From an optimization exercise on the open Yosys and OpenROAD flow, aimed at small area; shortcuts taken in it are not production practice.
Function was checked by simulation only, so behaviour that the tests miss may differ from the original.
The clock port is modelled as an ideal driver, which makes a skipped or thinned clock tree look cheaper than it is; a real chip needs a root buffer or a tree.

==> run M <==
Design FinalProject, start of the top module:
module FinalProject (input clk, rst, pwr, key0, key1, sw5, sw4, sw3, sw2, sw1, sw0, output [0:6] hex0, hex1, hex2, hex3, hex4, hex5, output reg preheated, output reg done);
Settings: LEC_CHECK=0, CAP_MARGIN=20, CORE_MARGIN=2, CORE_UTILIZATION=75, PLACE_DENSITY=0.85, SLEW_MARGIN=20; clock period 200.0 ns.
standard.sh (not shown) runs the stock make flow with config.mk's settings and CLKGATE_MAP_FILE= SYNTH_SCRIPT=/design/flow/synth_recipe.tcl, a recipe that flattens the netlist after the stock synthesis.
==> flow/flow/run.sh <==
#!/bin/bash
# Own layout flow: the standard flow (standard.sh) with
#  - an area-oriented synthesis (my_synth.tcl: synth_recipe.tcl with a stronger ABC
#    script tried with several seeds, keeping the smallest, and no adder extraction;
#    registers are inferred exactly as standard),
#  - the smallest buffer cell for the port buffers,
#  - a smaller two-level clock tree (clock_tree.tcl, run after TritonCTS): four
#    leaf buffers, each driving a quarter of the registers.
# Each make run's full output goes to its own log here; ORFS's per-step logs are
# under orfs/logs.
set -euo pipefail
W=$(pwd)
export ABC_SEEDS="0 1 2 3 4 5 6 7"
VARS=(SYNTH_SCRIPT="$W/flow/my_synth.tcl"
      BUFFER_PORTS_ARGS="-buffer_cell sky130_fd_sc_hd__buf_1"
      "CTS_ARGS=-sink_clustering_enable -repair_clock_nets -dont_use_dummy_load -buf_list {sky130_fd_sc_hd__clkbuf_4}"
      POST_CTS_TCL="$W/flow/clock_tree.tcl"
      CLK_LEAVES=4 CLK_LEAF_BUF=sky130_fd_sc_hd__clkbuf_8 CLK_ROOT_BUF=sky130_fd_sc_hd__clkbuf_4)
bash standard.sh "${VARS[@]}" synth > "$W/synth.log" 2>&1
bash standard.sh "${VARS[@]}" finish > "$W/layout.log" 2>&1
==> flow/flow/clock_tree.tcl <==
# POST_CTS hook: rebuild the clock tree TritonCTS made as a two-level tree: its root
# buffer drives CLK_LEAVES leaf buffers, each placed at the centre of a group of nearby
# registers (equal-size groups by recursive bisection) and driving that group's clock pins. Every
# register is two buffers from the clock port, as in TritonCTS's tree.
set block [ord::get_db_block]
set db [ord::get_db]
set nleaf $::env(CLK_LEAVES)
set leaf_master [$db findMaster $::env(CLK_LEAF_BUF)]
set root [$block findInst clkbuf_0_clk]
set root_net [[$root findITerm X] getNet]

# collect the register clock pins and remove TritonCTS's leaf buffers
set sinks {}
set old {}
foreach it [$root_net getITerms] {
  set inst [$it getInst]
  if {$inst eq $root} { continue }
  if {[string match clkbuf_* [$inst getName]]} {
    lappend old $inst
  } else {
    lappend sinks $it
  }
}
foreach inst $old {
  set leaf_net [[$inst findITerm X] getNet]
  foreach s [$leaf_net getITerms] {
    if {[$s getInst] ne $inst} { lappend sinks $s }
  }
}
foreach s $sinks { $s disconnect }
foreach inst $old {
  set leaf_net [[$inst findITerm X] getNet]
  odb::dbInst_destroy $inst
  odb::dbNet_destroy $leaf_net
}

if {$nleaf == 0} {
  # no leaves: the root buffer drives every register
  foreach s $sinks { $s connect $root_net }
  $root swapMaster [$db findMaster $::env(CLK_ROOT_BUF)]
  puts "clock_tree.tcl: root drives [llength $sinks] registers"
  detailed_placement
  check_placement -verbose
  estimate_parasitics -placement
  return
}
# split the registers into CLK_LEAVES groups of equal size (a power of two): halve by
# x, then each half by y, and so on
proc split_groups {idx pts depth axis} {
  if {$depth == 0} { return [list $idx] }
  set sorted [lsort -real -command [list apply {{pts axis a b} {
    expr {[lindex $pts $a $axis] < [lindex $pts $b $axis] ? -1 : [lindex $pts $a $axis] > [lindex $pts $b $axis] ? 1 : 0}
  }} $pts $axis] $idx]
  set half [expr {[llength $sorted] / 2}]
  set next [expr {1 - $axis}]
  return [concat [split_groups [lrange $sorted 0 [expr {$half - 1}]] $pts [expr {$depth - 1}] $next] \
                 [split_groups [lrange $sorted $half end] $pts [expr {$depth - 1}] $next]]
}
set pts {}
foreach s $sinks {
  set b [[$s getInst] getBBox]
  lappend pts [list [expr {([$b xMin] + [$b xMax]) / 2.0}] [expr {([$b yMin] + [$b yMax]) / 2.0}]]
}
set depth [expr {int(round(log($nleaf) / log(2)))}]
set all {}
for {set i 0} {$i < [llength $pts]} {incr i} { lappend all $i }
set groups [split_groups $all $pts $depth 0]
set asg [lrepeat [llength $pts] 0]
set cent {}
set k 0
foreach g $groups {
  set sx 0.0; set sy 0.0
  foreach i $g {
    lset asg $i $k
    set sx [expr {$sx + [lindex $pts $i 0]}]; set sy [expr {$sy + [lindex $pts $i 1]}]
  }
  lappend cent [list [expr {$sx / [llength $g]}] [expr {$sy / [llength $g]}]]
  incr k
}
set nleaf [llength $groups]

# one leaf buffer per group
for {set k 0} {$k < $nleaf} {incr k} {
  set net [odb::dbNet_create $block clknet_leaf_$k]
  $net setSigType CLOCK
  set buf [odb::dbInst_create $block $leaf_master clkleaf_$k]
  [$buf findITerm A] connect $root_net
  [$buf findITerm X] connect $net
  set c [lindex $cent $k]
  $buf setLocation [expr {int([lindex $c 0])}] [expr {int([lindex $c 1])}]
  $buf setPlacementStatus PLACED
  set cnt 0
  foreach s $sinks a $asg {
    if {$a == $k} { $s connect $net; incr cnt }
  }
  puts "clock_tree.tcl: leaf $k drives $cnt registers"
}
$root swapMaster [$db findMaster $::env(CLK_ROOT_BUF)]
detailed_placement
check_placement -verbose
estimate_parasitics -placement
Other scripts of this flow, unchanged in this note and not shown: flow/flow/abc_area.script, flow/flow/my_synth.tcl
==> run C: changes against run M <==
--- a/flow/design.v
+++ b/flow/design.v
@@ -21,15 +21,15 @@
 			4'd5: seg = hex_5;
 			4'd6: seg = hex_6;
 			4'd7: seg = hex_7;
 			4'd8: seg = hex_8;
 			4'd9: seg = hex_9;
-			4'd12: seg = hex_dash;
-			4'd10: seg = 7'b0010010;
-			4'd11: seg = 7'b0000110;
-			4'd13: seg = 7'b1110110;
-			4'd14: seg = 7'b1110010;
+			4'd10: seg = 7'b0010000;
+			4'd11: seg = 7'b0000100;
+			4'd12: seg = 7'b1011100;
+			4'd13: seg = 7'b1111100;
+			4'd14: seg = hex_dash;
 			default: seg = hex_blank;
 		endcase
 	endfunction
 	function [6:0] b2d(input [5:0] x);
 		reg [2:0] t;
@@ -73,21 +73,20 @@
 					wq <= wq + 4'd1;
 			end else
 				ws <= ws + 3'd1;
 		end
 	end
-	reg k0o, k1o, k0p, k1p;
-	always @(posedge clk) begin
-		k0p <= k0o; k1p <= k1o;
-		if (rst) begin
-			k0o <= 1; k1o <= 1;
+	reg k0o, k1o, f0, f1;  
+	always @(posedge clk) begin
+		if (rst) begin
+			k0o <= 1; k1o <= 1; f0 <= 0; f1 <= 0;
 		end else begin
 			k0o <= key0; k1o <= key1;
-		end
-	end
-	wire f0 = ~k0o & k0p;
-	wire f1 = ~k1o & k1p;
+			f0 <= ~key0 & k0o;
+			f1 <= ~key1 & k1o;
+		end
+	end
 	wire kinc = f0 & ~f1;
 	wire kdec = f1 & ~f0;
 	wire both = ~key0 & ~key1;
 	reg [6:0] tk;
 	reg [4:0] cm;
@@ -201,21 +200,21 @@
 	wire [3:0] wsec1 = wq[0] ? {1'b0, ws} + 4'd5 : {1'b0, ws};
 	reg [3:0] d0, d1, d2, d3, d4, d5;
 	always @(*) begin
 		d0 = 4'd15; d1 = 4'd15; d2 = 4'd15; d3 = 4'd15; d4 = 4'd15; d5 = 4'd15;
 		if (~pwr) begin
-			d2 = 4'd12;
+			d2 = 4'd14;
 			d4 = {1'b0, ctens};
 			d3 = cones;
 			d1 = {1'b0, wq[3:1]};
 			d0 = wsec1;
 		end else if (~tdone) begin
 			d2 = {1'b0, ctens};
 			d1 = cones;
 			d0 = tf ? 4'd5 : 4'd0;
 		end else if (~cdone) begin
-			d2 = 4'd12;
+			d2 = 4'd14;
 			d4 = {1'b0, ctens};
 			d3 = cones;
 			d1 = {1'b0, cq[3:1]};
 			d0 = cq[0] ? 4'd5 : 4'd0;
 		end else begin
==> flow/flow/run.sh (replaced) <==
#!/bin/bash
# Own layout flow: the standard flow (standard.sh) with
#  - an area-oriented synthesis (my_synth.tcl: synth_recipe.tcl with a stronger ABC
#    script tried with several seeds, keeping the smallest, and no adder extraction;
#    registers are inferred exactly as standard),
#  - the smallest buffer cell for the port buffers,
#  - a smaller two-level clock tree (clock_tree.tcl, run after TritonCTS).
# Each make run's full output goes to its own log here; ORFS's per-step logs are
# under orfs/logs.
set -euo pipefail
W=$(pwd)
export ABC_SEEDS="0 1 2 3"
VARS=(SYNTH_SCRIPT="$W/flow/my_synth.tcl"
      BUFFER_PORTS_ARGS="-buffer_cell sky130_fd_sc_hd__buf_1"
      "CTS_ARGS=-sink_clustering_enable -repair_clock_nets -dont_use_dummy_load -buf_list {sky130_fd_sc_hd__clkbuf_4}"
      POST_CTS_TCL="$W/flow/clock_tree.tcl"
      CLK_LEAVES=4 CLK_LEAF_BUF=sky130_fd_sc_hd__clkbuf_8 CLK_ROOT_BUF=sky130_fd_sc_hd__clkbuf_4)
bash standard.sh "${VARS[@]}" synth > "$W/synth.log" 2>&1
bash standard.sh "${VARS[@]}" finish > "$W/layout.log" 2>&1
--- a/flow/flow/clock_tree.tcl
+++ b/flow/flow/clock_tree.tcl
@@ -1,8 +1,8 @@
 # POST_CTS hook: rebuild the clock tree TritonCTS made as a two-level tree: its root
 # buffer drives CLK_LEAVES leaf buffers, each placed at the centre of a group of nearby
-# registers (equal-size groups by recursive bisection) and driving that group's clock pins. Every
+# registers (k-means on register positions) and driving that group's clock pins. Every
 # register is two buffers from the clock port, as in TritonCTS's tree.
 set block [ord::get_db_block]
 set db [ord::get_db]
 set nleaf $::env(CLK_LEAVES)
 set leaf_master [$db findMaster $::env(CLK_LEAF_BUF)]
@@ -42,44 +42,43 @@
   detailed_placement
   check_placement -verbose
   estimate_parasitics -placement
   return
 }
-# split the registers into CLK_LEAVES groups of equal size (a power of two): halve by
-# x, then each half by y, and so on
-proc split_groups {idx pts depth axis} {
-  if {$depth == 0} { return [list $idx] }
-  set sorted [lsort -real -command [list apply {{pts axis a b} {
-    expr {[lindex $pts $a $axis] < [lindex $pts $b $axis] ? -1 : [lindex $pts $a $axis] > [lindex $pts $b $axis] ? 1 : 0}
-  }} $pts $axis] $idx]
-  set half [expr {[llength $sorted] / 2}]
-  set next [expr {1 - $axis}]
-  return [concat [split_groups [lrange $sorted 0 [expr {$half - 1}]] $pts [expr {$depth - 1}] $next] \
-                 [split_groups [lrange $sorted $half end] $pts [expr {$depth - 1}] $next]]
-}
+# k-means on the registers' centres
 set pts {}
 foreach s $sinks {
   set b [[$s getInst] getBBox]
   lappend pts [list [expr {([$b xMin] + [$b xMax]) / 2.0}] [expr {([$b yMin] + [$b yMax]) / 2.0}]]
 }
-set depth [expr {int(round(log($nleaf) / log(2)))}]
-set all {}
-for {set i 0} {$i < [llength $pts]} {incr i} { lappend all $i }
-set groups [split_groups $all $pts $depth 0]
-set asg [lrepeat [llength $pts] 0]
+set n [llength $pts]
+set order [lsort -real -index 0 $pts]
 set cent {}
-set k 0
-foreach g $groups {
-  set sx 0.0; set sy 0.0
-  foreach i $g {
-    lset asg $i $k
-    set sx [expr {$sx + [lindex $pts $i 0]}]; set sy [expr {$sy + [lindex $pts $i 1]}]
+for {set k 0} {$k < $nleaf} {incr k} {
+  lappend cent [lindex $order [expr {int(($k + 0.5) * $n / $nleaf)}]]
+}
+for {set iter 0} {$iter < 50} {incr iter} {
+  set asg {}
+  foreach p $pts {
+    set best 0; set bd 1e30
+    for {set k 0} {$k < $nleaf} {incr k} {
+      set c [lindex $cent $k]
+      set d [expr {abs([lindex $p 0] - [lindex $c 0]) + abs([lindex $p 1] - [lindex $c 1])}]
+      if {$d < $bd} { set bd $d; set best $k }
+    }
+    lappend asg $best
   }
-  lappend cent [list [expr {$sx / [llength $g]}] [expr {$sy / [llength $g]}]]
-  incr k
+  set new {}
+  for {set k 0} {$k < $nleaf} {incr k} {
+    set sx 0.0; set sy 0.0; set cnt 0
+    foreach p $pts a $asg {
+      if {$a == $k} { set sx [expr {$sx + [lindex $p 0]}]; set sy [expr {$sy + [lindex $p 1]}]; incr cnt }
+    }
+    if {$cnt > 0} { lappend new [list [expr {$sx / $cnt}] [expr {$sy / $cnt}]] } else { lappend new [lindex $cent $k] }
+  }
+  set cent $new
 }
-set nleaf [llength $groups]
 
 # one leaf buffer per group
 for {set k 0} {$k < $nleaf} {incr k} {
   set net [odb::dbNet_create $block clknet_leaf_$k]
   $net setSigType CLOCK
CORE_UTILIZATION = 60   (was 75)
PLACE_DENSITY = 0.7   (was 0.85)
==> run G: changes against run M <==
--- a/flow/design.v
+++ b/flow/design.v
@@ -21,15 +21,15 @@
 			4'd5: seg = hex_5;
 			4'd6: seg = hex_6;
 			4'd7: seg = hex_7;
 			4'd8: seg = hex_8;
 			4'd9: seg = hex_9;
-			4'd12: seg = hex_dash;
-			4'd10: seg = 7'b0010010;
-			4'd11: seg = 7'b0000110;
-			4'd13: seg = 7'b1110110;
-			4'd14: seg = 7'b1110010;
+			4'd10: seg = 7'b0010000;
+			4'd11: seg = 7'b0000100;
+			4'd12: seg = 7'b1011100;
+			4'd13: seg = 7'b1111100;
+			4'd14: seg = hex_dash;
 			default: seg = hex_blank;
 		endcase
 	endfunction
 	function [6:0] b2d(input [5:0] x);
 		reg [2:0] t;
@@ -201,21 +201,21 @@
 	wire [3:0] wsec1 = wq[0] ? {1'b0, ws} + 4'd5 : {1'b0, ws};
 	reg [3:0] d0, d1, d2, d3, d4, d5;
 	always @(*) begin
 		d0 = 4'd15; d1 = 4'd15; d2 = 4'd15; d3 = 4'd15; d4 = 4'd15; d5 = 4'd15;
 		if (~pwr) begin
-			d2 = 4'd12;
+			d2 = 4'd14;
 			d4 = {1'b0, ctens};
 			d3 = cones;
 			d1 = {1'b0, wq[3:1]};
 			d0 = wsec1;
 		end else if (~tdone) begin
 			d2 = {1'b0, ctens};
 			d1 = cones;
 			d0 = tf ? 4'd5 : 4'd0;
 		end else if (~cdone) begin
-			d2 = 4'd12;
+			d2 = 4'd14;
 			d4 = {1'b0, ctens};
 			d3 = cones;
 			d1 = {1'b0, cq[3:1]};
 			d0 = cq[0] ? 4'd5 : 4'd0;
 		end else begin
--- a/flow/flow/run.sh
+++ b/flow/flow/run.sh
@@ -8,11 +8,11 @@
 #    leaf buffers, each driving a quarter of the registers.
 # Each make run's full output goes to its own log here; ORFS's per-step logs are
 # under orfs/logs.
 set -euo pipefail
 W=$(pwd)
-export ABC_SEEDS="0 1 2 3 4 5 6 7"
+export ABC_SEEDS="0 1 2 3"
 VARS=(SYNTH_SCRIPT="$W/flow/my_synth.tcl"
       BUFFER_PORTS_ARGS="-buffer_cell sky130_fd_sc_hd__buf_1"
       "CTS_ARGS=-sink_clustering_enable -repair_clock_nets -dont_use_dummy_load -buf_list {sky130_fd_sc_hd__clkbuf_4}"
       POST_CTS_TCL="$W/flow/clock_tree.tcl"
       CLK_LEAVES=4 CLK_LEAF_BUF=sky130_fd_sc_hd__clkbuf_8 CLK_ROOT_BUF=sky130_fd_sc_hd__clkbuf_4)
==> summary of the runs <==
In run G the synthesized cell count is larger than in run C, by about 0.5%.
Sequential share of layout area: run M > run G > run C.
Worst setup slack, lowest first: run M, run G, run C.
Run C completed without violations. Run M passed the timing, design-rule and antenna checks. Run G finished clean.
In flip-flop and latch count, run C and run M do not differ.
Against run C, the die area of run G is smaller by about 20%.
In every run of this note, the design's own scripts or RTL, not TritonCTS, make the clock network.

==> what the ideal ports hide <==
In the flow no input, the clock included, has a driving cell. The finished layouts below were timed again as built, in two steps.
Step 1 (the two cells are an assumption about what drives the block):
set clk [get_ports {clk}]
set_driving_cell -lib_cell sky130_fd_sc_hd__clkbuf_16 $clk
set_driving_cell -lib_cell sky130_fd_sc_hd__buf_2 [delete_from_list [all_inputs] $clk]
Step 2 adds t to the input delays and takes it off the output delays; t is the mean of the earliest and latest rising clock arrival at the registers after step 1. Input paths then give back, and output paths get back, about the clock's delay inside the block.
Three values: no drivers, after step 1, after step 2; two values: the first two.
run	t, ns	setup slack, ns	worst setup path at the end	cell pins on the clock port's net
run M	0.406	114.756 / 114.733 / 114.733	input to output	1
run C	0.400	115.741 / 115.722 / 115.722	input to output	1
run G	0.395	115.190 / 115.164 / 115.164	input to output	1
After both steps every run listed still meets setup and hold. The setup slack of run G, which loses most, moves by -0.026 ns with the drivers and by -0.026 ns with both steps.
